This design comes from an exercise in tuning for small area on the open sky130 flow, not from production work.
RTL that was checked went through simulation tests only; none was proved equivalent to the original.
No functional check of the RTL was part of runs 1 and 2.
No activity file was given, so power comes from the tool's default toggle rates.

--- flow/config.mk ---
export PLATFORM = sky130hd
export DESIGN_NAME = check_receive_window
export DESIGN_NICKNAME = check_receive_window
export VERILOG_FILES = /design/flow/design.v
export SDC_FILE = /design/flow/constraint.sdc
export NUM_CORES = 4
export LEC_CHECK = 0
export CAP_MARGIN = 20
export CORE_MARGIN = 2
export CORE_UTILIZATION = 40
export SLEW_MARGIN = 20
--- flow/constraint.sdc ---
create_clock -name core_clock -period 5.0 [get_ports {clk}]
set_input_delay 1.0000 -clock core_clock [delete_from_list [all_inputs] [get_ports {clk}]]
set_output_delay 1.0000 -clock core_clock [all_outputs]
set_load 0.01 [all_outputs]
--- flow/design.v ---
`timescale 1ns / 1ps
module check_receive_window (
	input clk,
	input rst_n,
	input [63:0] in_tt_data,
	input [7:0] in_tt_ctrl,
	input in_tt_wr,
	input in_buffer_rdy,
	input in_table_wr,
	input [15:0] in_port_number,
	input [15:0] in_buffer_number,
	input [63:0] in_window_start,
	input [63:0] in_window_end,
	input [63:0] in_global_time,
	input [15:0] in_flow_id,
	input in_tt_flag,
	input [15:0] in_tt_length,
	output reg out_tt_flag_clear,
	output [63:0] out_buffer_data,
	output [7:0] out_buffer_ctrl,
	output out_buffer_wr,
	output out_tt_rdy,
	output [3:0] out_switch_port,
	output [3:0] out_switch_buffer,
	output reg out_table_rdy
);
	localparam CHECK_TIME = 2'd0, WAIT_DATA = 2'd1, DROP_DATA = 2'd2, CHECK_ID = 2'd3;
	reg entry_active;           
	reg armed;                  
	reg [3:0] port_onehot;
	reg [3:0] buffer_number;
	reg [63:0] window_start;
	reg [63:0] window_end;
	reg [15:0] flow_id;
	reg [15:0] tt_length;
	reg [1:0] state2;
	reg [1:0] count;            
	reg header_ok;
	reg [63:0] word_a;          
	reg [63:0] word_b;          
	wire [63:0] end_plus;
	wire [64:0] inc_carry;
	assign end_plus[0] = window_end[0];
	assign end_plus[1] = ~window_end[1];
	assign end_plus[2] = window_end[2] ^ window_end[1];
	assign end_plus[3] = ~(window_end[3] ^ (window_end[2] & window_end[1]));
	assign inc_carry[4] = window_end[3] | (window_end[2] & window_end[1]);
	genvar gi;
	generate
		for (gi = 4; gi < 64; gi = gi + 1) begin : inc
			assign end_plus[gi] = window_end[gi] ^ inc_carry[gi];
			assign inc_carry[gi + 1] = window_end[gi] & inc_carry[gi];
		end
	endgenerate
	wire expired, start_ok, end_ok;
	ge64 ge_exp (.a(in_global_time), .b(end_plus), .y(expired));
	ge64 ge_start (.a(word_a), .b(window_start), .y(start_ok));
	ge64 ge_end (.a(window_end), .b(word_a), .y(end_ok));
	wire time_ok = start_ok && end_ok;
	wire id_ok = word_b[63:32] == {flow_id, tt_length};
	wire ctrl_end = in_tt_ctrl == 8'h01;
	wire in_check = state2 == CHECK_TIME;
	wire in_wait = state2 == WAIT_DATA;
	wire take0 = in_check && armed && count == 2'd0 && in_tt_wr;
	wire take1 = in_check && count == 2'd1 && in_tt_wr;
	wire fwd_hdr = in_wait && (count == 2'd1 || count == 2'd2);
	wire pass = in_wait && count == 2'd3;
	always @(posedge clk or negedge rst_n) begin
		if (!rst_n) begin
			entry_active <= 1'b0;
			armed <= 1'b0;
			out_table_rdy <= 1'b0;
			out_tt_flag_clear <= 1'b0;
		end else begin
			out_table_rdy <= !entry_active && !in_table_wr;
			out_tt_flag_clear <= entry_active && expired && in_tt_flag && header_ok;
			if (!entry_active) begin
				if (in_table_wr) begin
					entry_active <= 1'b1;
					armed <= 1'b1;
				end
			end else if (expired && (!in_tt_flag || header_ok)) begin
				entry_active <= 1'b0;
			end
		end
	end
	always @(posedge clk) begin
		if (!entry_active && in_table_wr) begin
			port_onehot <= {in_port_number == 16'd4, in_port_number == 16'd3,
			                in_port_number == 16'd2, in_port_number == 16'd1};
			buffer_number <= in_buffer_number[3:0];
			window_start <= in_window_start;
			window_end <= in_window_end;
			flow_id <= in_flow_id;
			tt_length <= in_tt_length;
		end
	end
	always @(posedge clk or negedge rst_n) begin
		if (!rst_n) begin
			state2 <= CHECK_TIME;
			count <= 2'd0;
			header_ok <= 1'b0;
		end else begin
			case (state2)
			CHECK_TIME: begin
				if (count == 2'd2) begin
					count <= 2'd0;
					if (time_ok) begin
						header_ok <= 1'b1;
						state2 <= CHECK_ID;
					end else begin
						state2 <= DROP_DATA;
					end
				end else if (take0 || take1) begin
					count <= count + 2'd1;
					header_ok <= 1'b0;
				end
			end
			CHECK_ID: state2 <= id_ok ? WAIT_DATA : DROP_DATA;
			DROP_DATA: if (ctrl_end) state2 <= CHECK_TIME;
			WAIT_DATA: begin
				if (count >= 2'd2 && ctrl_end) begin
					state2 <= CHECK_TIME;
					count <= 2'd0;
				end else if (count != 2'd3) begin
					count <= count + 2'd1;
				end
			end
			endcase
		end
	end
	always @(posedge clk) begin
		if (take0 || take1) word_b <= in_tt_data;
		if (take1 || (in_wait && count == 2'd1)) word_a <= word_b;
	end
	assign out_tt_rdy = (in_check && count == 2'd0) || state2 == DROP_DATA || (pass && in_buffer_rdy);
	assign out_buffer_wr = fwd_hdr || (pass && in_tt_wr);
	assign out_buffer_data = fwd_hdr ? word_a : in_tt_data;
	assign out_buffer_ctrl = fwd_hdr ? 8'd0 : in_tt_ctrl;
	assign out_switch_port = port_onehot;
	assign out_switch_buffer = buffer_number;
endmodule
module ge64 (
	input [63:0] a,
	input [63:0] b,
	output y
);
	wire [63:0] g0 = a & ~b;
	wire [63:0] t0 = a | ~b;
	wire [31:0] g1, t1;
	wire [15:0] g2, t2;
	wire [7:0] g3, t3;
	wire [3:0] g4, t4;
	wire [1:0] g5, t5;
	genvar i;
	generate
		for (i = 0; i < 32; i = i + 1) begin : l1
			assign g1[i] = g0[2*i+1] | (t0[2*i+1] & g0[2*i]);
			assign t1[i] = t0[2*i+1] & t0[2*i];
		end
		for (i = 0; i < 16; i = i + 1) begin : l2
			assign g2[i] = g1[2*i+1] | (t1[2*i+1] & g1[2*i]);
			assign t2[i] = t1[2*i+1] & t1[2*i];
		end
		for (i = 0; i < 8; i = i + 1) begin : l3
			assign g3[i] = g2[2*i+1] | (t2[2*i+1] & g2[2*i]);
			assign t3[i] = t2[2*i+1] & t2[2*i];
		end
		for (i = 0; i < 4; i = i + 1) begin : l4
			assign g4[i] = g3[2*i+1] | (t3[2*i+1] & g3[2*i]);
			assign t4[i] = t3[2*i+1] & t3[2*i];
		end
		for (i = 0; i < 2; i = i + 1) begin : l5
			assign g5[i] = g4[2*i+1] | (t4[2*i+1] & g4[2*i]);
			assign t5[i] = t4[2*i+1] & t4[2*i];
		end
	endgenerate
	assign y = g5[1] | (t5[1] & (g5[0] | t5[0]));
endmodule
--- flow/run.sh ---
#!/bin/bash
# synth_recipe.tcl (not shown) runs the flow's synth.tcl, then flattens the netlist and writes it again
# the make line also repeats each setting of config.mk as NAME=value (left out here)
make -C /OpenROAD-flow-scripts/flow DESIGN_CONFIG=/design/flow/config.mk WORK_HOME=/design/flow/orfs CLKGATE_MAP_FILE= SYNTH_SCRIPT=/design/flow/synth_recipe.tcl finish
==> results.sh, run 1 <==
export IMPL_root_buffer="clkbuf_16"
export IMPL_cp_required_ns=5.47
export IMPL_post_route_drc_count=0
export IMPL_firstDrtPassIters=5
export IMPL_slew_headroom_pct=30.0
export IMPL_n_fill_cell=2976
export IMPL_syn_cell_area_mm2=0.0149
export IMPL_cts_sinks=305
export IMPL_rsz0062_at_grt="true"
export IMPL_syn_avg_cell_area_um2=12.7
export IMPL_fmax_mhz=87.4
export IMPL_place_congestion=0.900
export IMPL_final_cell_mix="clkdlybuf4s50_1, edfxtp_1, inv_1"
export IMPL_grt_pass1_vias=11588
export IMPL_regToRegEndpoint="entry_active"
export IMPL_dieHeight_um=197
export IMPL_dp_slack_ns=-6.58
export IMPL_r2r_start="window_end[1]"
export IMPL_portBuffers=405
export IMPL_p_seq_share_pct=40.7
export IMPL_ys_flop_type="edfxtp_1"
export IMPL_vias=11349
export IMPL_status="failed layout checks"
export IMPL_die_area_mm2=0.0387
export IMPL_clockBufferDepth=3
export IMPL_rr_worst_depth=70
export IMPL_tightest_slew_ns=1.05
export IMPL_yosysSeqAreaShare_pct=61.3
export IMPL_hold_class="flop to flop"
export IMPL_fin_crit_sh_pct=229
export IMPL_startpoint_type="flop"
export IMPL_core_area_mm2=0.0366
export IMPL_clk_pin_slew_ns=0.06
export IMPL_cp_startpoint="window_end[1]"
export IMPL_dieWidth_um=197
export IMPL_yosys_cell_types_count=62
export IMPL_worst_slack_ns=-6.44
export IMPL_p_total_mw=9.43
export IMPL_crit_slowest_cell="edfxtp_1"
export IMPL_synth_edf_count=296
export IMPL_critical_path_endpoint="entry_active"
export IMPL_grt_usage_pct=24.4
export IMPL_htreeDepth=2
export IMPL_clock_latency_ns=0.53
export IMPL_setup_violations=2
export IMPL_cpPeakStageDelay_ns=0.40
export IMPL_ir_drop_uv=335
export IMPL_finalCriticalPeriod_ns=11.44
export IMPL_p_switching_mw=3.01
export IMPL_drive_gt1_share_pct=13.2
export IMPL_crit_fanout=2
export IMPL_p_per_area_mw_per_mm2=430
export IMPL_drv_slew=0
export IMPL_worst_setup_path_end_kind="flop"
export IMPL_overflow=0
export IMPL_hold_viol_final=0
export IMPL_ant_nets=0
export IMPL_wirelength_um=47700
export IMPL_async_reset_ff_share_pct=2.95
export IMPL_combPwrFrac_pct=32.3
export IMPL_ys_warnings_count=1
export IMPL_syn_nets=1572
export IMPL_crit_type="flop to flop"
export IMPL_reg2reg_slack_ns=-6.44
export IMPL_wl_per_cell_um=22.0
export IMPL_nNetsFinal=2066
export IMPL_cp_arrival_ns=11.91
export IMPL_syn_instance_count=1167
export IMPL_start_util_pct=40.6
export IMPL_ios=418
export IMPL_skew_ns=0.0141
export IMPL_area_growth_syn_to_layout_pct=47.7
export IMPL_numCtsBuffers=37
export IMPL_grt_max_degree=65
export IMPL_cp_common_cell="ha_4"
export IMPL_p_sw_share_pct=31.9
export IMPL_final_common_cell="clkdlybuf4s50_1"
export IMPL_hold_path_depth=0
export IMPL_drtIter0Drc=717
export IMPL_grt_pass1_wl_um=69400
export IMPL_power_leakage_nw=7.98
export IMPL_p_int_mw=6.43
export IMPL_num_rows=70
export IMPL_clockPowerShare_pct=27.1
export IMPL_synth_seq_cells=305
export IMPL_drv_cap=0
export IMPL_routed_via_density=5.24
export IMPL_cts_tree="yes"
export IMPL_grt_antenna_before_repair=14
export IMPL_hpwl_um=37300
export IMPL_check_faults="setup timing"
==> area by class of cell <==
cell class / count / area (µm²) / share of cell area [%]
antenna: 10 / 25.0 / 0.114
clock buffer: 47 / 1010 / 4.58
inverter: 147 / 557 / 2.54
clock inverter: 18 / 146 / 0.667
tap: 468 / 586 / 2.67
timing repair buffer: 467 / 4530 / 20.6
multi-input combinational: 703 / 5990 / 27.3
sequential: 305 / 9110 / 41.5
==> repair_timing <==
action	in CTS	in global routing
gates resized for setup	9	1
gates cloned	0	0
pin swaps	8	1
setup endpoints to repair	2	2
hold buffers	0	0
setup buffers	1	1
==> cells by family after synthesis <==
group,Yosys count,share of synthesized area [%]
DFF,305,61.3
and+or+nand+nor,288,10.5
AOI/OAI and AO/OA,246,11.6
buffers and inverters,159,4.02
adders and majority gates,116,9.05
xor gates and xnor gates,33,1.94
muxes,20,1.52
==> layer usage <==
layer	track usage (%)	part of all wire (%)	vias up
li1	-	-	5393
met1	31.2	41	5460
met2	40.2	48	431
met3	7.03	8.6	57
met4	7.44	2.1	8
met5	0	0.12	-
==> how the worst min path moves through the flow <==
stage / startpoint / to / slack, ns
final: word_b[13] / word_a[13] / 0.42
after global routing: word_b[7] / word_a[7] / 0.43
after CTS: word_b[6] / word_a[6] / 0.42
after detailed placement: word_b[13] / word_a[13] / 0.40
after global placement: word_b[6] / word_a[6] / 0.40
after floorplan: word_b[0] / word_a[0] / 0.40
==> state kept, by name (all words and copies together), names as in the netlist <==
| register | flops |
|---|---|
| armed | 1 |
| buffer_number | 4 |
| count | 2 |
| entry_active | 1 |
| flow_id | 16 |
| header_ok | 1 |
| out_table_rdy | 1 |
| out_tt_flag_clear | 1 |
| port_onehot | 4 |
| state2 | 2 |
| tt_length | 16 |
| window_end | 64 |
| window_start | 64 |
| word_a | 64 |
| word_b | 64 |
==> synthesized netlist by cell type (all sizes together), types with 7 or more instances <==
cell type / n / area, µm²
o221ai: 19 / 166
nand2b: 58 / 363
edfxtp: 296 / 8890
a2111oi: 9 / 98.9
a221o: 7 / 70.1
mux2: 20 / 225
a211oi: 11 / 82.6
nand2: 68 / 255
o21ai: 69 / 345
xnor2: 29 / 254
nor2b: 49 / 314
dfrtp: 9 / 225
a222oi: 12 / 120
inv: 147 / 552
nor4: 12 / 75.1
nand3: 14 / 70.1
clkbuf: 12 / 45.0
a21oi: 28 / 140
o22ai: 29 / 181
ha: 71 / 888
maj3: 45 / 457
nor3: 11 / 55.1
a22oi: 14 / 105
nor2: 33 / 124
and2: 11 / 68.8
a22o: 7 / 61.3
nand4: 10 / 62.6
==> power groups by stage <==
stage          sequential, mW  combinational (mW)  clock [mW]
2_1_floorplan            3.85                1.56           0
3_3_place_gp             3.87                3.02           0
3_5_place_dp             3.89                3.04           0
4_1_cts                  3.84                3.08        2.62
5_1_grt                  3.90                3.33        2.73
6_report                 3.84                3.04        2.55
==> through the flow <==
stage	area, µm²	instances	hold WS (ns)	setup TNS [ns]	util [%]
finish	22000	2165	0.418	-12.88	60.0
global route	21900	2162	0.425	-13.50	59.9
CTS	21900	2154	0.418	-12.98	59.9
detailed placement	20700	2088	0.405	-13.15	56.6
global placement	20700	2088	0.400	-12.92	56.6
floorplan	15600	1167	0.400	-12.27	-
==> critical path: cells and delay by family (launching register included) <==
family,cells,cell delay [ns]
adder cells (fa/ha/maj),62,9.70
flip-flops,1,0.40
AND/OR/NAND/NOR,2,0.20
AO/OA/AOI/OAI,3,0.74
buffers and inverters,3,0.23
==> inputs of run 2 (changes only) <==
==> flow/flow/run.sh (new file) <==
#!/bin/bash
# Standard ORFS layout with smaller port buffers and a leaner clock tree.
set -euo pipefail
export BUFFER_PORTS_ARGS="-buffer_cell sky130_fd_sc_hd__buf_1"
export CTS_ARGS="-sink_clustering_enable -repair_clock_nets -dont_use_dummy_load"
bash standard.sh > flow_make.log 2>&1
==> flow/standard.sh (new file) <==
#!/bin/bash
# synth_recipe.tcl (not shown) runs the flow's synth.tcl, then flattens the netlist and writes it again
# the make line also repeats each setting of config.mk as NAME=value (left out here)
make -C /OpenROAD-flow-scripts/flow DESIGN_CONFIG=/design/flow/config.mk WORK_HOME=/design/flow/orfs CLKGATE_MAP_FILE= SYNTH_SCRIPT=/design/flow/synth_recipe.tcl "${@:-finish}"
removed: flow/run.sh
==> results.sh, run 2 <==
export IMPL_place_congestion=0.845
export IMPL_num_rows=70
export IMPL_setup_violations=2
export IMPL_area_growth_syn_to_layout_pct=28.8
export IMPL_drive_gt1_share_pct=12.5
export IMPL_cp_startpoint="window_end[1]"
export IMPL_worst_setup_path_end_kind="flop"
export IMPL_cts_tree="yes"
export IMPL_check_faults="setup timing"
export IMPL_dieHeight_um=197
export IMPL_worst_slack_ns=-6.49
export IMPL_grt_max_degree=92
export IMPL_hpwl_um=35800
export IMPL_cp_required_ns=5.42
export IMPL_netlist_area_leader_share_pct=59.8
export IMPL_crit_fanout=2
export IMPL_syn_cell_area_mm2=0.0149
export IMPL_start_util_pct=40.6
export IMPL_clockPowerShare_pct=25.6
export IMPL_ios=418
export IMPL_nNetsFinal=2064
export IMPL_dieWidth_um=197
export IMPL_post_route_drc_count=0
export IMPL_grt_usage_pct=22.9
export IMPL_clockBufferDepth=3
export IMPL_firstDrtPassIters=5
export IMPL_cp_arrival_ns=11.91
export IMPL_holdBufCountCts=0
export IMPL_n_fill_cell=3259
export IMPL_synth_top_cell_by_area="edfxtp_1"
export IMPL_wl_per_cell_um=21.4
export IMPL_p_seq_share_pct=44.5
export IMPL_clock_latency_ns=0.54
export IMPL_core_area_mm2=0.0366
export IMPL_fin_util_pct=52.3
export IMPL_synth_seq_cells=305
export IMPL_wirelength_um=45600
export IMPL_fmax_mhz=87.1
export IMPL_p_int_mw=5.72
export IMPL_crit_type="flop to flop"
export IMPL_p_switching_mw=2.91
export IMPL_hold_class="flop to flop"
export IMPL_whs_ns=0.408
export IMPL_skew_ns=0.0218
export IMPL_syn_avg_cell_area_um2=12.7
export IMPL_syn_nets=1572
export IMPL_ys_flop_type="edfxtp_1"
export IMPL_slew_headroom_pct=24.7
export IMPL_cts_sinks=305
export IMPL_final_cell_mix="buf_1, edfxtp_1, inv_1"
export IMPL_hold_viol_final=0
export IMPL_grt_pass1_vias=11310
export IMPL_ant_nets=0
export IMPL_cp_common_cell="ha_4"
export IMPL_yosys_top_cells_area="edfxtp_1, ha_1, inv_1, maj3_1, nand2b_1"
export IMPL_ir_drop_uv=281
export IMPL_drv_slew=0
export IMPL_async_reset_ff_share_pct=2.95
export IMPL_numCtsBuffers=36
export IMPL_final_common_cell="buf_1"
export IMPL_power_leakage_nw=6.75
export IMPL_p_sw_share_pct=33.7
export IMPL_ys_warnings_count=1
export IMPL_yosysSeqAreaShare_pct=61.3
export IMPL_min_from="word_b[14]"
export IMPL_htreeDepth=2
export IMPL_root_buffer="clkbuf_16"
export IMPL_cpPeakStageDelay_ns=0.39
export IMPL_r2r_start="window_end[1]"
export IMPL_grt_pass1_wl_um=65700
export IMPL_overflow=0
export IMPL_grt_antenna_before_repair=7
export IMPL_finalCriticalPeriod_ns=11.49
export IMPL_die_area_mm2=0.0387
export IMPL_syn_instance_count=1167
export IMPL_fin_crit_sh_pct=230
export IMPL_tightest_slew_ns=1.13
export IMPL_routed_via_density=5.32
export IMPL_synth_edf_count=296
export IMPL_p_per_area_mw_per_mm2=451
export IMPL_clk_pin_slew_ns=0.06
export IMPL_netlist_top_cells_count="edfxtp_1, inv_1, ha_1, nand2_1, o21ai_0"
export IMPL_yosys_cell_types_count=62
export IMPL_portBuffers=405
export IMPL_vias=11324
export IMPL_drtIter0Drc=672
export IMPL_drv_cap=0
export IMPL_rsz0062_at_grt="true"
export IMPL_combPwrFrac_pct=29.9
export IMPL_startpoint_type="flop"
export IMPL_status="failed layout checks"
export IMPL_fin_setup_tns_ns=-12.96
export IMPL_crit_slowest_cell="edfxtp_1"
export IMPL_synth_most_common_cell="edfxtp_1"
run 2: cell counts after synthesis:
Identical to the previous run, type by type.
run 2: metrics by stage:
stage / setup slack [ns] / std cells / total power, mW / instance area [µm²]
CTS: -6.52 / 2123 / 8.72 / 19100
finish: -6.49 / 2128 / 8.63 / 19100
global route: -6.79 / 2126 / 9.08 / 19100
global placement: -6.54 / 2087 / 6.42 / 18200
detailed placement: -6.65 / 2087 / 6.46 / 18200
floorplan: -6.14 / 1167 / 5.42 / 15600
run 2: metal layers:
metal	track usage, %	routed length (µm)	vias up
met5	0	42	-
met4	7.91	1270	6
met3	6.13	3990	76
met2	37.8	21600	448
met1	29.3	18800	5442
li1	-	-	5352
run 2: repair_timing:
| item | 4_1_cts | 5_1_grt |
|---|---|---|
| gates resized for setup | 7 | 3 |
| cloned | 0 | 0 |
| pin swaps | 9 | 3 |
| endpoints found under the setup margin | 2 | 2 |
| buffers inserted | 0 | 2 |
run 2: cell families after synthesis:
kind of cell / after synthesis / synth area share (%)
mux: 20 / 1.52
fa+ha+maj: 116 / 9.05
simple gates: 288 / 10.5
flops: 305 / 61.3
compound gates: 246 / 11.6
xor+xnor: 33 / 1.94
buf+inv: 159 / 4.02
run 2: area by class of cell:
class                   instances  area, µm²  area share (%)
flip-flops and latches        305       9110            47.6
diodes                          3       7.51          0.0392
repair buffers                466       1990            10.4
well taps                     468        586            3.06
multi-input cells             703       5980            31.3
inverters                     147        557            2.91
clock buffers                  36        901            4.71
run 2: power groups by stage:
| stage | logic [mW] | registers [mW] | clock network (mW) |
|---|---|---|---|
| 5_1_grt | 2.84 | 3.89 | 2.35 |
| 3_5_place_dp | 2.58 | 3.88 | 0 |
| 3_3_place_gp | 2.55 | 3.87 | 0 |
| 2_1_floorplan | 1.56 | 3.85 | 0 |
| 4_1_cts | 2.61 | 3.84 | 2.27 |
| 6_report | 2.58 | 3.84 | 2.21 |
run 2: worst paths after layout:
check                                 to  slack (ns)  cells after the start
max in group asynchronous       count[1]        4.16                      1
hold reg to reg               word_a[14]        0.41                      0
setup reg to reg            entry_active       -6.49                     72
hold / removal                word_a[14]        0.41                      0
setup / recovery            entry_active       -6.49                     72
min in group asynchronous  out_table_rdy        0.44                      1
run 2: worst max-delay path: cells and delay by family, from the launching register on:
family | cells | cell delay (ns)
AO/OA/AOI/OAI | 4 | 0.86
adder cells (fa/ha/maj) | 61 | 9.39
buffers and inverters | 3 | 0.24
flip-flops | 1 | 0.39
AND/OR/NAND/NOR | 4 | 0.43
==> inputs of run 3 (changes only) <==
--- a/flow/design.v
+++ b/flow/design.v
@@ -40,4 +40,7 @@
 	reg [63:0] word_b;          
+	wire carry4 = window_end[3] | (window_end[2] & window_end[1]);
 	wire [63:0] end_plus;
-	wire [64:0] inc_carry;
+	wire [63:4] run;            
+	wire [15:0] blk;            
+	wire [15:0] blk_pre;        
 	assign end_plus[0] = window_end[0];
@@ -46,8 +49,17 @@
 	assign end_plus[3] = ~(window_end[3] ^ (window_end[2] & window_end[1]));
-	assign inc_carry[4] = window_end[3] | (window_end[2] & window_end[1]);
+	assign blk_pre[1] = 1'b1;
 	genvar gi;
 	generate
+		for (gi = 1; gi < 16; gi = gi + 1) begin : blocks
+			assign blk[gi] = &window_end[4*gi+3:4*gi];
+			if (gi > 1) begin : pre
+				assign blk_pre[gi] = blk_pre[gi-1] & blk[gi-1];
+			end
+			assign run[4*gi] = blk_pre[gi];
+			assign run[4*gi+1] = blk_pre[gi] & window_end[4*gi];
+			assign run[4*gi+2] = blk_pre[gi] & (&window_end[4*gi+1:4*gi]);
+			assign run[4*gi+3] = blk_pre[gi] & (&window_end[4*gi+2:4*gi]);
+		end
 		for (gi = 4; gi < 64; gi = gi + 1) begin : inc
-			assign end_plus[gi] = window_end[gi] ^ inc_carry[gi];
-			assign inc_carry[gi + 1] = window_end[gi] & inc_carry[gi];
+			assign end_plus[gi] = window_end[gi] ^ (carry4 & run[gi]);
 		end
==> results.sh, run 3 <==
export IMPL_status="timing/DRC/antenna clean"
export IMPL_final_common_cell="buf_1"
export IMPL_dieWidth_um=203
export IMPL_hold_class="flop to flop"
export IMPL_synth_most_common_cell="edfxtp_1"
export IMPL_clockPowerShare_pct=25.4
export IMPL_placed_cell_area_mm2=0.0179
export IMPL_slew_headroom_pct=31.7
export IMPL_synth_seq_cells=305
export IMPL_yosys_top_cells_area="edfxtp_1, o21ai_0, maj3_1, nand2_1, inv_1"
export IMPL_grt_pass1_wl_um=72500
export IMPL_grt_max_degree=104
export IMPL_ys_warnings_count=1
export IMPL_post_route_drc_count=0
export IMPL_routed_via_density=5.55
export IMPL_drtIter0Drc=1031
export IMPL_place_congestion=0.900
export IMPL_wl_per_cell_um=21.3
export IMPL_syn_nets=1736
export IMPL_drive_gt1_share_pct=4.56
export IMPL_grt_pass1_vias=12298
export IMPL_finalCriticalPeriod_ns=4.58
export IMPL_p_per_area_mw_per_mm2=463
export IMPL_syn_avg_cell_area_um2=11.4
export IMPL_final_cell_mix="buf_1, edfxtp_1, nand2_1"
export IMPL_grt_antenna_before_repair=7
export IMPL_fin_area_mm2=0.0188
export IMPL_portBuffers=405
export IMPL_combPwrFrac_pct=30.2
export IMPL_clk_pin_slew_ns=0.06
export IMPL_p_seq_share_pct=44.5
export IMPL_netlist_top_cells_count="edfxtp_1, nand2_1, inv_1, o21ai_0, nor2_1"
export IMPL_ant_nets=0
export IMPL_yosys_cell_types_count=84
export IMPL_grt_usage_pct=23.5
export IMPL_setup_violations=0
export IMPL_whs_ns=0.407
export IMPL_startpoint_type="flop"
export IMPL_hold_viol_final=0
export IMPL_ys_flop_type="edfxtp_1"
export IMPL_netlist_area_leader_share_pct=56.3
export IMPL_cts_sinks=305
export IMPL_drv_cap=0
export IMPL_start_util_pct=40.6
export IMPL_power_leakage_nw=6.35
export IMPL_ir_drop_uv=294
export IMPL_cp_arrival_ns=4.97
export IMPL_holdBufCountCts=0
export IMPL_clockBufferDepth=3
export IMPL_drv_slew=0
export IMPL_wirelength_um=49500
export IMPL_cpPeakStageDelay_ns=0.71
export IMPL_crit_fanout=14
export IMPL_skew_ns=0.0501
export IMPL_rr_worst_depth=16
export IMPL_vias=12883
export IMPL_hpwl_um=38000
export IMPL_numCtsBuffers=36
export IMPL_crit_slowest_cell="or4_4"
export IMPL_post_cts_resized=0
export IMPL_cts_setup_buffers=0
export IMPL_async_reset_ff_share_pct=2.95
export IMPL_n_fill_cell=3589
export IMPL_p_total_mw=8.72
export IMPL_clock_latency_ns=0.55
export IMPL_num_rows=72
export IMPL_p_switching_mw=3.08
export IMPL_cts_tree="yes"
export IMPL_core_area_mm2=0.0388
export IMPL_die_area_mm2=0.0411
export IMPL_p_int_mw=5.65
export IMPL_cp_required_ns=5.38
export IMPL_htreeDepth=2
export IMPL_fin_setup_tns_ns=0
export IMPL_synth_top_cell_by_area="edfxtp_1"
export IMPL_syn_cell_area_mm2=0.0158
export IMPL_synth_edf_count=296
export IMPL_root_buffer="clkbuf_16"
export IMPL_overflow=0
export IMPL_dieHeight_um=203
export IMPL_p_sw_share_pct=35.3
export IMPL_ios=418
export IMPL_nNetsFinal=2148
export IMPL_worstPathCellList="ha_1 -> inv_1 -> ha_1 -> nand4b_2 -> or4_4 -> buf_4 -> nor4_2 -> nand3_1 -> xor2_1 -> o221a_2 -> and4_1 -> nand2_1 -> a211oi_1 -> buf_4 -> o2111a_1 -> nor3_2"
export IMPL_firstDrtPassIters=5
export IMPL_syn_instance_count=1389
export IMPL_fin_crit_sh_pct=91.7
export IMPL_crit_type="flop to flop"
export IMPL_rsz0062_at_grt="false"
export IMPL_worst_setup_path_end_kind="flop"
export IMPL_fmax_mhz=218
export IMPL_area_growth_syn_to_layout_pct=19.3
export IMPL_yosysSeqAreaShare_pct=57.7
export IMPL_hold_path_depth=0
export IMPL_tightest_slew_ns=1.02
## run 3: cell count changes in the layout (fill, tap and decap cells not counted), moves of 25 or more
cell      change
nor2_1       +35
a21oi_1      +32
nand2b_1     -28
buf_4        -48
inv_1        -25
ha_4         -60
nand2_1      +55
nor2b_1      -32
o21ai_0      +42
## run 3: cell type report
type                            count  area [µm²]  area share [%]
Timing Repair Buffer              419        1650            8.76
Clock buffer                       36         901            4.78
Antenna cell                        6        15.0          0.0797
Inverter                          119         447            2.37
Sequential cell                   305        9110            48.4
Multi-Input combinational cell    920        6060            32.2
Tap cell                          518         648            3.44
## run 3: per-layer routing
| metal | up-vias | wire length (µm) | part of all wire [%] | global-route usage (%) |
|---|---|---|---|---|
| met5 | - | 38 | 0.077 | 0 |
| met4 | 6 | 1340 | 2.7 | 7.69 |
| met3 | 84 | 4010 | 8.1 | 4.99 |
| met2 | 523 | 23000 | 47 | 37.9 |
| met1 | 6139 | 21000 | 43 | 31.6 |
| li1 | 6131 | - | - | - |
## run 3: kinds of logic (layout without fill, tap and decap cells)
logic type                 after synthesis  after routing  synth area share (%)
buffers and inverters                  164            574                  4.08
adders and majority gates               63             63                  4.20
muxes                                    9              9                 0.603
AOI/OAI and AO/OA                      373            373                  15.8
other                                    0              6                     0
and+or+nand+nor                        407            407                  13.8
DFF                                    305            305                  57.7
xor gates and xnor gates                68             68                  3.77
## run 3: through the flow
stage / setup WS [ns] / cells / utilization, %
2_1_floorplan: 0.339 / 1389 / -
3_3_place_gp: 0.551 / 2281 / 46.1
4_1_cts: 0.423 / 2317 / 48.5
5_1_grt: 0.0906 / 2319 / 48.5
3_5_place_dp: 0.485 / 2281 / 46.1
6_report: 0.416 / 2323 / 48.5
## run 3: final timing paths
path | startpoint | to | slack, ns
min reg2reg | word_b[16] | word_a[16] | 0.41
max in group asynchronous | rst_n | out_table_rdy | 4.02
max | window_end[1] | entry_active | 0.42
min | word_b[16] | word_a[16] | 0.41
max reg2reg | window_end[1] | entry_active | 0.42
min in group asynchronous | rst_n | armed | 0.49
## run 3: power by group through the flow
stage	Combinational (mW)	Clock (mW)	Sequential, mW
global placement	2.61	0	3.91
floorplan	1.73	0	3.80
finish	2.63	2.21	3.88
global route	2.92	2.35	3.94
detailed placement	2.64	0	3.92
CTS	2.66	2.27	3.88
## run 3: worst max-delay path, delay by kind of cell (launching register included)
kind	cells	cell delay [ns]
buffers and inverters	3	0.43
flip-flops	1	0.41
adder cells (fa/ha/maj)	2	0.43
AND/OR/NAND/NOR	7	2.27
XOR/XNOR	1	0.22
AO/OA/AOI/OAI	3	0.66
==> inputs of run 4 (changes only) <==
==> flow/flow/run.sh (replaced) <==
#!/bin/bash
# Standard ORFS layout with smaller port buffers and a leaner clock tree.
set -euo pipefail
export BUFFER_PORTS_ARGS="-buffer_cell sky130_fd_sc_hd__buf_1"
export CTS_ARGS="-sink_clustering_enable -repair_clock_nets -dont_use_dummy_load -buf_list sky130_fd_sc_hd__clkbuf_16 -sink_clustering_size 24 -sink_clustering_max_diameter 60"
bash standard.sh > flow_make.log 2>&1
==> results.sh, run 4 <==
export IMPL_syn_nets=1736
export IMPL_vias=12795
export IMPL_r2r_start="window_end[1]"
export IMPL_worst_setup_path_end_kind="flop"
export IMPL_dieHeight_um=203
export IMPL_cts_setup_buffers=0
export IMPL_grt_pass1_wl_um=72100
export IMPL_syn_instance_count=1389
export IMPL_cpPeakStageDelay_ns=0.71
export IMPL_numCtsBuffers=31
export IMPL_setup_violations=0
export IMPL_area_growth_syn_to_layout_pct=18.5
export IMPL_grt_usage_pct=23.2
export IMPL_clockBufferDepth=3
export IMPL_ant_nets=0
export IMPL_placed_cell_area_mm2=0.0179
export IMPL_fmax_mhz=217
export IMPL_place_congestion=0.900
export IMPL_crit_type="flop to flop"
export IMPL_hold_viol_final=0
export IMPL_cts_sinks=305
export IMPL_dieWidth_um=203
export IMPL_wl_per_cell_um=21.2
export IMPL_syn_avg_cell_area_um2=11.4
export IMPL_fin_area_mm2=0.0187
export IMPL_rr_worst_depth=16
export IMPL_drv_slew=0
export IMPL_crit_buf_inv=3
export IMPL_async_reset_ff_share_pct=2.95
export IMPL_htreeDepth=1
export IMPL_crit_slowest_cell="or4_4"
export IMPL_start_util_pct=40.6
export IMPL_portBuffers=405
export IMPL_status="timing/DRC/antenna clean"
export IMPL_skew_ns=0.0515
export IMPL_synth_seq_cells=305
export IMPL_slew_headroom_pct=33.3
export IMPL_holdBufCountCts=0
export IMPL_drv_cap=0
export IMPL_yosys_top_cells_area="edfxtp_1, o21ai_0, maj3_1, nand2_1, inv_1"
export IMPL_worstPathCellList="ha_1 -> inv_1 -> ha_1 -> nand4b_2 -> or4_4 -> buf_4 -> nor4_2 -> nand3_1 -> xor2_1 -> o221a_2 -> and4_1 -> nand2_1 -> a211oi_1 -> buf_4 -> o2111a_1 -> nor3_2"
export IMPL_netlist_top_cells_count="edfxtp_1, nand2_1, inv_1, o21ai_0, nor2_1"
export IMPL_hold_class="flop to flop"
export IMPL_routed_via_density=5.52
export IMPL_hpwl_um=38000
export IMPL_wirelength_um=49100
export IMPL_power_leakage_nw=6.29
export IMPL_root_buffer="clkbuf_16"
export IMPL_dp_cells=2281
export IMPL_ys_flop_type="edfxtp_1"
export IMPL_cts_tree="yes"
export IMPL_post_route_drc_count=0
export IMPL_crit_family="simple AND/OR/NAND/NOR gates"
export IMPL_p_per_area_mw_per_mm2=453
export IMPL_rsz0062_at_grt="false"
export IMPL_path_depth=16
export IMPL_num_rows=72
export IMPL_ir_drop_uv=290
export IMPL_final_cell_mix="buf_1, edfxtp_1, nand2_1"
export IMPL_synth_top_cell_by_area="edfxtp_1"
export IMPL_finalCriticalPeriod_ns=4.61
export IMPL_instances_no_fill=2318
export IMPL_cp_required_ns=5.43
export IMPL_netlist_area_leader_share_pct=56.3
export IMPL_fin_crit_sh_pct=92.3
export IMPL_firstDrtPassIters=6
export IMPL_ys_warnings_count=1
export IMPL_syn_cell_area_mm2=0.0158
export IMPL_cp_startpoint="window_end[1]"
export IMPL_ios=418
export IMPL_nNetsFinal=2143
export IMPL_synth_most_common_cell="edfxtp_1"
export IMPL_grt_pass1_vias=12203
export IMPL_crit_fanout=14
export IMPL_min_from="word_b[16]"
export IMPL_yosysSeqAreaShare_pct=57.7
export IMPL_overflow=0
export IMPL_fin_setup_tns_ns=0
export IMPL_grt_max_degree=104
export IMPL_drive_gt1_share_pct=4.29
export IMPL_startpoint_type="flop"
export IMPL_tightest_slew_ns=1.00
export IMPL_clock_latency_ns=0.58
export IMPL_drtIter0Drc=995
export IMPL_post_cts_resized=0
export IMPL_grt_antenna_before_repair=7
export IMPL_core_area_mm2=0.0388
export IMPL_final_common_cell="buf_1"
export IMPL_die_area_mm2=0.0411
export IMPL_yosys_cell_types_count=84
export IMPL_clk_pin_slew_ns=0.07
export IMPL_whs_ns=0.407
export IMPL_synth_edf_count=296
export IMPL_cp_arrival_ns=5.04
export IMPL_hold_path_depth=0
## run 4: cell types whose count changed in the layout (fill, tap and decap cells not counted), sizes merged
cell    change
clkbuf      -5
## run 4: logic make-up after synthesis
family,count (synthesis),synth area share (%)
flip-flops,305,57.7
adder cells (fa/ha/maj),63,4.20
AO/OA/AOI/OAI,373,15.8
multiplexers,9,0.603
XOR/XNOR,68,3.77
AND/OR/NAND/NOR,407,13.8
buffers and inverters,164,4.08
## run 4: metrics by stage
step / worst slack (ns) / utilization (%) / power [mW]
2_1_floorplan: 0.339 / - / 5.53
3_3_place_gp: 0.551 / 46.1 / 6.51
3_5_place_dp: 0.485 / 46.1 / 6.56
4_1_cts: 0.418 / 48.1 / 8.56
5_1_grt: 0.109 / 48.2 / 8.98
6_report: 0.387 / 48.2 / 8.48
## run 4: final timing paths
kind	end	slack [ns]
worst max register to register	entry_active	0.39
worst min register to register	word_a[16]	0.41
worst max-delay path	entry_active	0.39
max in group asynchronous	out_table_rdy	4.06
min in group asynchronous	count[1]	0.44
worst min-delay path	word_a[16]	0.41
## run 4: area by class of cell
class	instances	area, µm²
fill	3612	20100
sequential	305	9110
multi-input combinational	920	6060
timing repair buffer	419	1650
clock buffer	31	776
tap	518	648
inverter	119	447
antenna	6	15.0
## run 4: metal layers
metal,GRT usage [%],vias to the layer above,routed length (µm)
met4,5.42,6,1190
met2,38.1,516,23000
met3,4.96,64,3830
met5,0,-,38
met1,31.5,6091,21000
li1,-,6118,-
## run 4: power by group
group | internal (mW) | switching [mW] | leakage (nW)
sequential | 3.49 | 0.388 | 2.85
clock | 1.07 | 0.900 | 0.382
combinational | 0.893 | 1.74 | 3.06
total | 5.46 | 3.02 | 6.29
==> inputs of run 5 (changes only) <==
==> flow/flow/run.sh (replaced) <==
#!/bin/bash
# ORFS layout with an area-oriented ABC mapping, smaller port buffers and a
# leaner clock tree. Everything else is the standard flow (standard.sh).
set -euo pipefail
here=$(pwd)
# copy of the ORFS scripts with only the ABC script replaced
rm -rf "$here/orfs_scripts"
cp -r "$FLOW_HOME/scripts" "$here/orfs_scripts"
cp "$here/flow/abc.script" "$here/orfs_scripts/abc_speed.script"
export SCRIPTS_DIR="$here/orfs_scripts"
export BUFFER_PORTS_ARGS="-buffer_cell sky130_fd_sc_hd__buf_1"
export CTS_ARGS="-sink_clustering_enable -repair_clock_nets -dont_use_dummy_load"
bash standard.sh > flow_make.log 2>&1
==> flow/flow/abc.script (new file) <==
strash
&get -n
&fraig -x
&put
scorr
dc2
strash
&get -n
&dch -f
&nf
&put
topo
stime -c
buffer -c
upsize -c
dnsize -c
==> results.sh, run 5 <==
export IMPL_post_route_drc_count=0
export IMPL_die_area_mm2=0.0376
export IMPL_power_leakage_nw=6.49
export IMPL_final_common_cell="buf_1"
export IMPL_nNetsFinal=2026
export IMPL_firstDrtPassIters=6
export IMPL_vias=11285
export IMPL_tightest_slew_ns=0.964
export IMPL_cts_tree="yes"
export IMPL_final_cell_mix="buf_1, edfxtp_1, nand2_1"
export IMPL_status="failed layout checks"
export IMPL_p_total_mw=8.14
export IMPL_clk_pin_slew_ns=0.05
export IMPL_cp_arrival_ns=7.23
export IMPL_dieWidth_um=194
export IMPL_synth_top_cell_by_area="edfxtp_1"
export IMPL_drtIter0Drc=790
export IMPL_ir_drop_uv=332
export IMPL_drive_gt1_share_pct=10.3
export IMPL_grt_usage_pct=21.4
export IMPL_fin_crit_sh_pct=137
export IMPL_grt_pass1_wl_um=62100
export IMPL_syn_cell_area_mm2=0.0144
export IMPL_grt_pass1_vias=11033
export IMPL_wirelength_um=41800
export IMPL_overflow=0
export IMPL_netlist_top_cells_count="edfxtp_1, nand2_1, inv_1, o21ai_0, o22ai_1"
export IMPL_startpoint_type="flop"
export IMPL_ys_warnings_count=1
export IMPL_yosysSeqAreaShare_pct=63.2
export IMPL_htreeDepth=2
export IMPL_yosys_cell_types_count=66
export IMPL_crit_fanout=2
export IMPL_fin_setup_tns_ns=-3.59
export IMPL_area_growth_syn_to_layout_pct=25.4
export IMPL_crit_slowest_cell="edfxtp_1"
export IMPL_setup_violations=2
export IMPL_fmax_mhz=146
export IMPL_yosys_top_cells_area="edfxtp_1, nand2_1, inv_1, o21ai_0, xnor2_1"
export IMPL_rsz0062_at_grt="true"
export IMPL_check_faults="setup timing"
export IMPL_syn_avg_cell_area_um2=12.2
export IMPL_clock_latency_ns=0.51
export IMPL_skew_ns=0.0214
export IMPL_cp_common_cell="o21ai_1"
export IMPL_drv_cap=0
export IMPL_ys_flop_type="edfxtp_1"
export IMPL_netlist_area_leader_share_pct=61.6
export IMPL_crit_type="flop to flop"
export IMPL_hpwl_um=32200
export IMPL_cpPeakStageDelay_ns=0.40
export IMPL_finalCriticalPeriod_ns=6.83
export IMPL_clockBufferDepth=3
export IMPL_synth_most_common_cell="edfxtp_1"
export IMPL_syn_instance_count=1180
export IMPL_routed_via_density=5.27
export IMPL_dp_slack_ns=-2.24
export IMPL_ant_nets=0
export IMPL_syn_nets=1527
export IMPL_start_util_pct=40.5
export IMPL_wl_per_cell_um=19.5
export IMPL_slew_headroom_pct=35.7
export IMPL_grt_max_degree=86
export IMPL_async_reset_ff_share_pct=2.95
export IMPL_cts_sinks=305
export IMPL_worst_slack_ns=-1.83
export IMPL_drv_slew=0
export IMPL_synth_edf_count=296
export IMPL_p_per_area_mw_per_mm2=450
export IMPL_worst_setup_path_end_kind="flop"
export IMPL_hold_viol_final=0
export IMPL_grt_antenna_before_repair=3
export IMPL_dieHeight_um=194
export IMPL_numCtsBuffers=36
export IMPL_hold_class="flop to flop"
export IMPL_place_congestion=0.858
export IMPL_ios=418
export IMPL_cp_required_ns=5.40
export IMPL_root_buffer="clkbuf_16"
export IMPL_holdBufCountCts=0
export IMPL_core_area_mm2=0.0356
export IMPL_num_rows=69
export IMPL_portBuffers=405
export IMPL_synth_seq_cells=305
## run 5: changes by cell type in the layout (fill, tap and decap cells not counted), moves of 21 or more
| cell | delta |
|---|---|
| o21ai_0 | -33 |
| nand2_1 | +25 |
| nor2_1 | -21 |
| a21oi_1 | -25 |
| maj3_1 | -46 |
| buf_4 | +58 |
| o22ai_1 | +30 |
## run 5: where the power goes
| group | internal [mW] | switching (mW) |
|---|---|---|
| clock network | 1.26 | 0.939 |
| logic | 0.775 | 1.41 |
| registers | 3.46 | 0.297 |
| total | 5.50 | 2.65 |
## run 5: logic make-up (layout without fill, tap and decap cells)
group	count (synthesis)	after routing	share of synthesized area [%]
multiplexers	10	10	0.781
XOR/XNOR	53	53	3.27
adder cells (fa/ha/maj)	19	19	1.54
AND/OR/NAND/NOR	309	309	11.7
AO/OA/AOI/OAI	327	327	15.4
buffers and inverters	157	654	4.11
flip-flops	305	305	63.2
other	0	3	0
## run 5: timing repair
action / CTS / global route
endpoints found under the setup margin: 3 / 4
gates resized for setup: 11 / 11
buffers inserted: 3 / 0
hold endpoints to repair: 0 / 0
pin swaps: 33 / 14
## run 5: critical path: cells and delay by family, from the launching register on
kind	cells	cell delay [ns]
fa+ha+maj	3	0.58
simple gates	1	0.19
compound gates	29	5.05
flops	1	0.40
buf+inv	5	0.48
## run 5: area by class of cell
cell class	instances	area, µm²
multi-input cells	718	4860
clock buffers	36	901
flip-flops and latches	305	9110
fillers	3251	17500
inverters	141	532
diodes	3	7.51
well taps	461	577
repair buffers	477	2090
## run 5: stage by stage
stage	instances	util [%]	hold slack (ns)	instance area [µm²]
floorplan	1180	-	0.400	14500
global placement	2099	48.0	0.401	17100
detailed placement	2099	48.0	0.405	17100
CTS	2138	50.7	0.402	18000
global route	2140	50.8	0.412	18100
finish	2141	50.8	0.395	18100
## run 5: per-layer routing
layer	track usage [%]	vias up	part of all wire, %	routed length, µm
li1	-	5439	-	-
met1	29.2	5355	44	18300
met2	35.5	428	48	20000
met3	3.62	63	6.1	2560
met4	5.95	0	2.3	955
met5	0	-	0	0
## run 5: path summary, 6_finish.rpt
path | to | slack (ns) | depth (start not counted) | startpoint
max in group asynchronous | armed | 4.04 | 1 | rst_n
worst min-delay path | word_a[17] | 0.39 | 0 | word_b[17]
worst max-delay path | out_tt_flag_clear | -1.83 | 38 | window_end[1]
worst max register to register | out_tt_flag_clear | -1.83 | 38 | window_end[1]
worst min register to register | word_a[17] | 0.39 | 0 | word_b[17]
min in group asynchronous | out_table_rdy | 0.51 | 1 | rst_n
==> inputs of run 6 (changes only) <==
==> flow/flow/abc.script (replaced) <==
strash
dch
map -D 3000
strash
dch
map -D 3000
topo
stime -c
buffer -c
upsize -c
dnsize -c
==> results.sh, run 6 <==
export IMPL_yosys_top_cells_area="edfxtp_1, inv_1, nand2_1, nor2_1, o21ai_0"
export IMPL_drive_gt1_share_pct=5.26
export IMPL_ios=418
export IMPL_clock_latency_ns=0.54
export IMPL_instances_no_fill=2371
export IMPL_clk_pin_slew_ns=0.06
export IMPL_root_buffer="clkbuf_16"
export IMPL_worst_setup_path_end_kind="flop"
export IMPL_startpoint_type="flop"
export IMPL_fmax_mhz=223
export IMPL_hpwl_um=36000
export IMPL_place_congestion=0.874
export IMPL_status="timing/DRC/antenna clean"
export IMPL_cts_setup_buffers=0
export IMPL_crit_fanout=5
export IMPL_synth_top_cell_by_area="edfxtp_1"
export IMPL_grt_pass1_wl_um=68000
export IMPL_num_rows=70
export IMPL_dp_cells=2335
export IMPL_yosys_cell_types_count=65
export IMPL_rsz0062_at_grt="false"
export IMPL_area_growth_syn_to_layout_pct=20.2
export IMPL_syn_cell_area_mm2=0.0150
export IMPL_cts_tree="yes"
export IMPL_dieHeight_um=198
export IMPL_slew_headroom_pct=28.7
export IMPL_htreeDepth=2
export IMPL_netlist_top_cells_count="edfxtp_1, inv_1, nand2_1, nor2_1, o21ai_0"
export IMPL_netlist_area_leader_share_pct=59.3
export IMPL_ir_drop_uv=260
export IMPL_skew_ns=0.0369
export IMPL_wl_per_cell_um=19.4
export IMPL_drv_cap=0
export IMPL_routed_via_density=5.30
export IMPL_min_from="word_b[13]"
export IMPL_worst_slack_ns=0.514
export IMPL_core_area_mm2=0.0368
export IMPL_final_common_cell="buf_1"
export IMPL_post_cts_resized=0
export IMPL_n_fill_cell=3439
export IMPL_dp_slack_ns=0.559
export IMPL_numCtsBuffers=35
export IMPL_drtIter0Drc=878
export IMPL_start_util_pct=40.7
export IMPL_vias=12572
export IMPL_hold_viol_final=0
export IMPL_portBuffers=405
export IMPL_syn_instance_count=1470
export IMPL_overflow=0
export IMPL_ant_nets=0
export IMPL_syn_avg_cell_area_um2=10.2
export IMPL_syn_nets=1817
export IMPL_power_leakage_nw=6.86
export IMPL_grt_pass1_vias=11980
export IMPL_nNetsFinal=2251
export IMPL_ys_warnings_count=1
export IMPL_synth_seq_cells=305
export IMPL_ys_flop_type="edfxtp_1"
export IMPL_cts_sinks=305
export IMPL_crit_type="flop to flop"
export IMPL_yosysSeqAreaShare_pct=60.8
export IMPL_holdBufCountCts=0
export IMPL_synth_edf_count=296
export IMPL_finalCriticalPeriod_ns=4.49
export IMPL_async_reset_ff_share_pct=2.95
export IMPL_setup_violations=0
export IMPL_firstDrtPassIters=7
export IMPL_r2r_start="window_end[1]"
export IMPL_drv_slew=0
export IMPL_fin_crit_sh_pct=89.7
export IMPL_wirelength_um=46100
export IMPL_fin_setup_tns_ns=0
export IMPL_hold_class="flop to flop"
export IMPL_cp_startpoint="window_end[1]"
export IMPL_dieWidth_um=198
export IMPL_cp_required_ns=5.42
export IMPL_cp_arrival_ns=4.90
export IMPL_p_per_area_mw_per_mm2=441
export IMPL_grt_max_degree=106
export IMPL_final_cell_mix="buf_1, edfxtp_1, inv_1"
export IMPL_grt_usage_pct=23.2
export IMPL_tightest_slew_ns=1.04
export IMPL_synth_most_common_cell="edfxtp_1"
export IMPL_die_area_mm2=0.0390
export IMPL_post_route_drc_count=0
export IMPL_grt_antenna_before_repair=5
export IMPL_clockBufferDepth=3
run 6: cell count changes after synthesis, sizes merged, moves of 13 or more:
cell / before / now
inv: 141 / 253
nor2: 53 / 155
nand2: 150 / 245
nor3: 4 / 39
xnor2: 43 / 9
o21ai: 89 / 110
a222oi: 16 / 0
a21oi: 36 / 50
o2bb2ai: 13 / 0
run 6: worst max-delay path: stages (launching register included):
cell      delay (ns)
edfxtp_1        0.42
ha_1            0.17
inv_1           0.04
ha_1            0.29
nor2_2          0.18
inv_2           0.05
nor2_2          0.11
inv_2           0.07
nor4_4          0.24
nand4_2         0.23
nor3_2          0.29
nand3_1         0.20
nor4_2          0.27
xor2_1          0.13
or2_2           0.30
nand2_1         0.09
a221oi_2        0.05
o21ai_1         0.13
a21oi_1         0.07
o41ai_1         0.58
a31oi_1         0.16
buf_4           0.19
nand2_1         0.05
nor2_1          0.04
run 6: final timing paths:
path / endpoint / slack (ns) / cells past startpoint
worst max register to register: out_tt_flag_clear / 0.51 / 23
worst min-delay path: word_a[13] / 0.41 / 0
min in group asynchronous: armed / 0.45 / 1
worst min register to register: word_a[13] / 0.41 / 0
worst max-delay path: out_tt_flag_clear / 0.51 / 23
max in group asynchronous: state2[1] / 4.15 / 1
run 6: area by class of cell:
type / instances / area (µm²) / share of cell area, %
Sequential cell: 305 / 9110 / 50.6
Multi-Input combinational cell: 895 / 4890 / 27.2
Timing Repair Buffer: 412 / 1590 / 8.80
Inverter: 255 / 957 / 5.31
Clock buffer: 35 / 876 / 4.86
Tap cell: 468 / 586 / 3.25
Antenna cell: 1 / 2.50 / 0.0139
run 6: kinds of logic after synthesis:
family	Yosys count	synth area share, %
AND/OR/NAND/NOR	524	15.7
flip-flops	305	60.8
XOR/XNOR	21	1.23
adder cells (fa/ha/maj)	13	1.09
buffers and inverters	270	6.77
AO/OA/AOI/OAI	337	14.4
run 6: power by group:
part	internal (mW)	total [mW]	switching [mW]	leakage, nW
Combinational	0.638	2.07	1.43	3.58
Sequential	3.44	3.71	0.268	2.85
Clock	1.23	2.16	0.933	0.431
Total	5.31	7.94	2.63	6.86
run 6: per-stage QoR:
| step | hold WS, ns | area (µm²) | power, mW | util [%] |
|---|---|---|---|---|
| after global placement | 0.401 | 17100 | 5.78 | 46.6 |
| after detailed placement | 0.405 | 17100 | 5.82 | 46.6 |
| final | 0.413 | 18000 | 7.94 | 49.0 |
| after CTS | 0.416 | 18000 | 8.01 | 49.0 |
| after floorplan | 0.400 | 15000 | 5.03 | - |
| after global routing | 0.420 | 18000 | 8.40 | 49.0 |
run 6: layer usage:
metal	GRT usage (%)	vias to the layer above	share of wire, %
li1	-	6044	-
met1	31.3	5942	43
met2	38.5	510	47
met3	4.15	68	7.5
met4	6.54	8	2.0
met5	0	-	0.13
==> inputs of run 7 (changes only) <==
--- a/flow/flow/run.sh
+++ b/flow/flow/run.sh
@@ -11,3 +11,3 @@
 export BUFFER_PORTS_ARGS="-buffer_cell sky130_fd_sc_hd__buf_1"
-export CTS_ARGS="-sink_clustering_enable -repair_clock_nets -dont_use_dummy_load"
+export CTS_ARGS="-sink_clustering_enable -repair_clock_nets -dont_use_dummy_load -buf_list sky130_fd_sc_hd__clkbuf_8 -sink_clustering_size 16 -sink_clustering_max_diameter 80"
 bash standard.sh > flow_make.log 2>&1
==> results.sh, run 7 <==
export IMPL_root_buffer="clkbuf_8"
export IMPL_cts_tree="yes"
export IMPL_cp_arrival_ns=4.99
export IMPL_area_growth_syn_to_layout_pct=16.7
export IMPL_rsz0062_at_grt="false"
export IMPL_drv_cap=0
export IMPL_dp_slack_ns=0.559
export IMPL_crit_buf_inv=4
export IMPL_synth_top_cell_by_area="edfxtp_1"
export IMPL_crit_type="flop to flop"
export IMPL_crit_fanout=5
export IMPL_hold_class="input port to async pin"
export IMPL_path_depth=23
export IMPL_ys_warnings_count=1
export IMPL_syn_avg_cell_area_um2=10.2
export IMPL_wirelength_um=45800
export IMPL_synth_most_common_cell="edfxtp_1"
export IMPL_cpPeakStageDelay_ns=0.61
export IMPL_synth_edf_count=296
export IMPL_slew_headroom_pct=29.5
export IMPL_grt_max_degree=106
export IMPL_routed_via_density=5.33
export IMPL_firstDrtPassIters=5
export IMPL_drive_gt1_share_pct=4.76
export IMPL_fmax_mhz=223
export IMPL_grt_pass1_vias=11927
export IMPL_worstPathCellList="ha_1 -> inv_1 -> ha_1 -> nor2_2 -> inv_2 -> nor2_2 -> inv_2 -> nor4_4 -> nand4_2 -> nor3_2 -> nand3_1 -> nor4_2 -> xor2_1 -> or2_2 -> nand2_1 -> a221oi_2 -> o21ai_1 -> a21oi_1 -> o41ai_1 -> a31oi_1 -> buf_4 -> nand2_1 -> nor2_1"
export IMPL_grt_antenna_before_repair=5
export IMPL_ir_drop_uv=275
export IMPL_yosys_cell_types_count=65
export IMPL_crit_slowest_cell="o41ai_1"
export IMPL_portBuffers=405
export IMPL_fin_crit_sh_pct=89.9
export IMPL_tightest_slew_ns=1.03
export IMPL_critical_path_endpoint="out_tt_flag_clear"
export IMPL_cp_required_ns=5.50
export IMPL_power_leakage_nw=6.61
export IMPL_worst_slack_ns=0.506
export IMPL_dieHeight_um=198
export IMPL_final_common_cell="buf_1"
export IMPL_grt_pass1_wl_um=67300
export IMPL_core_area_mm2=0.0368
export IMPL_numCtsBuffers=25
export IMPL_n_fill_cell=3512
export IMPL_crit_family="simple AND/OR/NAND/NOR gates"
export IMPL_yosys_top_cells_area="edfxtp_1, inv_1, nand2_1, nor2_1, o21ai_0"
export IMPL_grt_usage_pct=22.7
export IMPL_clk_pin_slew_ns=0.11
export IMPL_worst_setup_path_end_kind="flop"
export IMPL_p_per_area_mw_per_mm2=402
export IMPL_wl_per_cell_um=19.4
export IMPL_synth_seq_cells=305
export IMPL_start_util_pct=40.7
export IMPL_reg2reg_slack_ns=0.51
export IMPL_finalCriticalPeriod_ns=4.49
export IMPL_vias=12584
export IMPL_syn_nets=1817
export IMPL_placed_cell_area_mm2=0.0171
export IMPL_post_route_drc_count=0
export IMPL_overflow=0
export IMPL_skew_ns=0.0491
export IMPL_ios=418
export IMPL_netlist_top_cells_count="edfxtp_1, inv_1, nand2_1, nor2_1, o21ai_0"
export IMPL_setup_violations=0
export IMPL_cts_sinks=305
export IMPL_p_total_mw=7.02
export IMPL_drv_slew=0
export IMPL_startpoint_type="flop"
export IMPL_async_reset_ff_share_pct=2.95
export IMPL_status="timing/DRC/antenna clean"
export IMPL_syn_instance_count=1470
export IMPL_ant_nets=0
export IMPL_hpwl_um=36000
export IMPL_ys_flop_type="edfxtp_1"
export IMPL_clockBufferDepth=3
export IMPL_die_area_mm2=0.0390
export IMPL_regToRegEndpoint="out_tt_flag_clear"
export IMPL_nNetsFinal=2241
export IMPL_drtIter0Drc=892
export IMPL_cp_startpoint="window_end[1]"
export IMPL_num_rows=70
export IMPL_yosysSeqAreaShare_pct=60.8
export IMPL_ff_latch_area_mm2=0.00911
export IMPL_syn_cell_area_mm2=0.0150
export IMPL_r2r_start="window_end[1]"
export IMPL_netlist_area_leader_share_pct=59.3
export IMPL_dieWidth_um=198
export IMPL_clock_latency_ns=0.60
export IMPL_final_cell_mix="buf_1, edfxtp_1, inv_1"
export IMPL_post_cts_resized=0
export IMPL_fin_setup_tns_ns=0
export IMPL_rr_worst_depth=23
export IMPL_htreeDepth=1
export IMPL_holdBufCountCts=0
export IMPL_cts_setup_buffers=0
export IMPL_fin_area_mm2=0.0175
export IMPL_multiInputGateArea_mm2=0.00489
export IMPL_hold_viol_final=0
export IMPL_place_congestion=0.874
==> run 7: how the worst min path moves through the flow <==
stage	startpoint	to	slack [ns]	depth (start not counted)
floorplan	word_b[0]	word_a[0]	0.40	0
global placement	word_b[6]	word_a[6]	0.40	0
detailed placement	word_b[12]	word_a[12]	0.40	0
CTS	rst_n	out_tt_flag_clear	0.33	1
global route	rst_n	out_tt_flag_clear	0.37	1
finish	rst_n	out_tt_flag_clear	0.37	1
==> run 7: worst reg2reg max path: stages, from the launching register on <==
cell	delay, ns
edfxtp_1	0.43
ha_1	0.17
inv_1	0.04
ha_1	0.29
nor2_2	0.18
inv_2	0.05
nor2_2	0.11
inv_2	0.08
nor4_4	0.23
nand4_2	0.23
nor3_2	0.29
nand3_1	0.20
nor4_2	0.27
xor2_1	0.13
or2_2	0.30
nand2_1	0.10
a221oi_2	0.05
o21ai_1	0.13
a21oi_1	0.07
o41ai_1	0.61
a31oi_1	0.17
buf_4	0.19
nand2_1	0.06
nor2_1	0.04
==> run 7: routing by layer <==
| layer | up-vias | track usage (%) | routed length, µm |
|---|---|---|---|
| li1 | 6012 | - | - |
| met1 | 6013 | 31.6 | 20300 |
| met2 | 496 | 38.0 | 21600 |
| met3 | 57 | 3.06 | 3000 |
| met4 | 6 | 5.15 | 977 |
| met5 | - | 0 | 46 |
==> run 7: metrics by stage <==
stage	util [%]	hold slack [ns]	instances
3_5_place_dp	46.6	0.405	2335
5_1_grt	47.5	0.373	2362
2_1_floorplan	-	0.400	1470
6_report	47.5	0.370	2362
3_3_place_gp	46.6	0.401	2335
4_1_cts	47.5	0.330	2360
==> run 7: cells by family (layout without fill, tap and decap cells) <==
| logic type | count (synthesis) | after routing | synth area share [%] |
|---|---|---|---|
| flip-flops | 305 | 305 | 60.8 |
| AND/OR/NAND/NOR | 524 | 524 | 15.7 |
| XOR/XNOR | 21 | 21 | 1.23 |
| AO/OA/AOI/OAI | 337 | 337 | 14.4 |
| other | 0 | 2 | 0 |
| adder cells (fa/ha/maj) | 13 | 13 | 1.09 |
| buffers and inverters | 270 | 692 | 6.77 |
==> run 7: area by class of cell <==
type / count / area share (%)
Antenna cell: 2 / 0.0286
Inverter: 255 / 5.48
Timing Repair Buffer: 412 / 9.07
Sequential cell: 305 / 52.1
Clock buffer: 25 / 1.97
Multi-Input combinational cell: 895 / 28.0
Tap cell: 468 / 3.35
==> run 7: report_power, final <==
part           switching [mW]  internal, mW
Clock                   0.802         0.446
Combinational            1.43         0.638
Sequential              0.269          3.43
Total                    2.50          4.52
==> inputs of run 8 (changes only) <==
--- a/flow/flow/run.sh
+++ b/flow/flow/run.sh
@@ -11,3 +11,3 @@
 export BUFFER_PORTS_ARGS="-buffer_cell sky130_fd_sc_hd__buf_1"
-export CTS_ARGS="-sink_clustering_enable -repair_clock_nets -dont_use_dummy_load -buf_list sky130_fd_sc_hd__clkbuf_8 -sink_clustering_size 16 -sink_clustering_max_diameter 80"
+export CTS_ARGS="-sink_clustering_enable -repair_clock_nets -dont_use_dummy_load -buf_list sky130_fd_sc_hd__clkbuf_16 -sink_clustering_size 30 -sink_clustering_max_diameter 100"
 bash standard.sh > flow_make.log 2>&1
==> results.sh, run 8 <==
export IMPL_slew_headroom_pct=31.5
export IMPL_fin_setup_tns_ns=0
export IMPL_post_route_drc_count=0
export IMPL_use_met3_pct=3.07
export IMPL_synth_seq_cells=305
export IMPL_die_area_mm2=0.0390
export IMPL_core_area_mm2=0.0368
export IMPL_syn_cell_area_mm2=0.0150
export IMPL_grt_use_met1_pct=31.3
export IMPL_drive_gt1_share_pct=4.30
export IMPL_grtUsageMet2_pct=37.8
export IMPL_skew_ns=0.0629
export IMPL_reg2reg_slack_ns=0.49
export IMPL_portBuffers=405
export IMPL_yosys_top_cells_area="edfxtp_1, inv_1, nand2_1, nor2_1, o21ai_0"
export IMPL_fin_crit_sh_pct=90.1
export IMPL_hold_viol_final=0
export IMPL_p_per_area_mw_per_mm2=404
export IMPL_start_util_pct=40.7
export IMPL_clock_latency_ns=0.53
export IMPL_syn_instance_count=1470
export IMPL_placed_cell_area_mm2=0.0171
export IMPL_overflow=0
export IMPL_drtIter0Drc=911
export IMPL_tightest_slew_ns=1.00
export IMPL_final_common_cell="buf_1"
export IMPL_drv_slew=0
export IMPL_syn_avg_cell_area_um2=10.2
export IMPL_ios=418
export IMPL_hold_class="flop to flop"
export IMPL_grt_pass1_wl_um=66700
export IMPL_grt_pass1_vias=11749
export IMPL_dieHeight_um=198
export IMPL_routed_via_density=5.29
export IMPL_crit_slowest_cell="o41ai_1"
export IMPL_rsz0062_at_grt="false"
export IMPL_worstPathCellList="ha_1 -> inv_1 -> ha_1 -> nor2_2 -> inv_2 -> nor2_2 -> inv_2 -> nor4_4 -> nand4_2 -> nor3_2 -> nand3_1 -> nor4_2 -> xor2_1 -> or2_2 -> nand2_1 -> a221oi_2 -> o21ai_1 -> a21oi_1 -> o41ai_1 -> a31oi_1 -> buf_4 -> nand2_1 -> nor2_1"
export IMPL_cp_required_ns=5.42
export IMPL_power_leakage_nw=6.62
export IMPL_status="timing/DRC/antenna clean"
export IMPL_area_growth_syn_to_layout_pct=17.0
export IMPL_n_fill_cell=3502
export IMPL_drv_cap=0
export IMPL_rr_worst_depth=23
export IMPL_grt_usage_pct=22.6
export IMPL_ant_nets=0
export IMPL_place_congestion=0.874
export IMPL_fmax_mhz=222
export IMPL_finalCriticalPeriod_ns=4.51
export IMPL_yosysSeqAreaShare_pct=60.8
export IMPL_yosys_cell_types_count=65
export IMPL_regToRegEndpoint="out_tt_flag_clear"
export IMPL_ys_flop_type="edfxtp_1"
export IMPL_holdBufCountCts=0
export IMPL_async_reset_ff_share_pct=2.95
export IMPL_synth_edf_count=296
export IMPL_cpPeakStageDelay_ns=0.57
export IMPL_critical_path_endpoint="out_tt_flag_clear"
export IMPL_r2r_start="window_end[1]"
export IMPL_startpoint_type="flop"
export IMPL_synth_top_cell_by_area="edfxtp_1"
export IMPL_cts_tree="yes"
export IMPL_setup_violations=0
export IMPL_wl_per_cell_um=19.3
export IMPL_final_cell_mix="buf_1, edfxtp_1, inv_1"
export IMPL_dieWidth_um=198
export IMPL_crit_fanout=5
export IMPL_grt_antenna_before_repair=7
export IMPL_netlist_top_cells_count="edfxtp_1, inv_1, nand2_1, nor2_1, o21ai_0"
export IMPL_nNetsFinal=2231
export IMPL_cts_sinks=305
export IMPL_vias=12437
export IMPL_cp_arrival_ns=4.92
export IMPL_fin_area_mm2=0.0175
export IMPL_clockBufferDepth=3
export IMPL_clk_pin_slew_ns=0.11
export IMPL_netlist_area_leader_share_pct=59.3
export IMPL_ys_warnings_count=1
export IMPL_wirelength_um=45300
export IMPL_hpwl_um=36000
export IMPL_syn_nets=1817
export IMPL_numCtsBuffers=15
export IMPL_grt_busiest_layer="met2"
export IMPL_fin_util_pct=47.6
export IMPL_grt_max_degree=106
export IMPL_root_buffer="clkbuf_16"
export IMPL_synth_most_common_cell="edfxtp_1"
export IMPL_htreeDepth=1
export IMPL_p_total_mw=7.09
export IMPL_worst_setup_path_end_kind="flop"
export IMPL_num_rows=70
export IMPL_ir_drop_uv=299
export IMPL_crit_type="flop to flop"
export IMPL_firstDrtPassIters=5
export IMPL_cp_startpoint="window_end[1]"
==> run 8: cell counts after synthesis <==
No cell type changed its count.
==> run 8: worst min path at each step <==
stage                     from    endpoint  slack (ns)  depth (start not counted)
floorplan            word_b[0]   word_a[0]        0.40                          0
global placement     word_b[6]   word_a[6]        0.40                          0
detailed placement  word_b[12]  word_a[12]        0.40                          0
CTS                 word_b[16]  word_a[16]        0.42                          0
global route        word_b[16]  word_a[16]        0.43                          0
finish              word_b[16]  word_a[16]        0.42                          0
==> run 8: layout make-up <==
cell class | instances | area, µm² | share of cell area [%]
Timing Repair Buffer | 412 | 1590 | 9.05
Multi-Input combinational cell | 895 | 4890 | 27.9
Antenna cell | 3 | 7.51 | 0.0429
Tap cell | 468 | 586 | 3.34
Inverter | 255 | 957 | 5.46
Sequential cell | 305 | 9110 | 52.0
Clock buffer | 15 | 375 | 2.14
==> run 8: logic make-up (layout without fill, tap and decap cells) <==
kind of cell | after synthesis | count (layout) | synth area share, %
fa+ha+maj | 13 | 13 | 1.09
flops | 305 | 305 | 60.8
simple gates | 524 | 524 | 15.7
xor+xnor | 21 | 21 | 1.23
buf+inv | 270 | 682 | 6.77
compound gates | 337 | 337 | 14.4
other cells | 0 | 3 | 0
==> run 8: power breakdown <==
part	switching (mW)	total, mW	internal, mW
Sequential	0.269	3.70	3.43
Clock	0.776	1.32	0.543
Combinational	1.43	2.06	0.638
Total	2.47	7.09	4.61
==> run 8: metrics by stage <==
step	cells	setup WS (ns)	hold WS, ns
floorplan	1470	0.888	0.400
global placement	2335	0.633	0.401
detailed placement	2335	0.559	0.405
CTS	2350	0.469	0.417
global route	2352	0.0572	0.427
finish	2353	0.493	0.417
==> run 8: layer usage <==
| metal | share of wire [%] | vias up |
|---|---|---|
| met2 | 47 | 470 |
| met5 | 0.14 | - |
| met3 | 6.7 | 47 |
| met1 | 44 | 5906 |
| met4 | 1.9 | 8 |
| li1 | - | 6006 |
==> run 8: critical path, delay by kind of cell, from the launching register on <==
kind / cells / cell delay (ns)
AO/OA/AOI/OAI: 5 / 0.98
buffers and inverters: 4 / 0.34
adder cells (fa/ha/maj): 2 / 0.46
XOR/XNOR: 1 / 0.13
AND/OR/NAND/NOR: 11 / 2.05
flip-flops: 1 / 0.43
==> run 8: repair_timing <==
action,in CTS,in global routing
setup endpoints to repair,0,1
gates resized for setup,0,1
buffers inserted,0,0
endpoints found under the hold margin,0,0

==> re-timing with driven ports <==
No port has a modelled driver above. Below, the same layouts with a new extraction and two added sets of constraints. Step 1 assumes that a clkbuf_16 drives the clock port and a buf_2 every other input. Step 2 also shifts input and output timing later by t, the mid clock arrival at the registers, as if the neighbouring blocks saw the same clock. a / b / c = no drivers / after step 1 / after step 2; a / b = the first two.
run | t, ns | setup WS [ns]
run 1 | 0.579 | -6.443 / -6.443 / -6.443
run 2 | 0.574 | -6.485 / -6.485 / -6.485
run 3 | 0.575 | 0.416 / 0.416 / 0.416
run 4 | 0.617 | 0.387 / 0.387 / 0.387
run 5 | 0.550 | -1.831 / -1.831 / -2.013
run 6 | 0.573 | 0.514 / 0.514 / 0.514
run 7 | 0.619 | 0.506 / 0.506 / 0.506
run 8 | 0.552 | 0.493 / 0.493 / 0.493
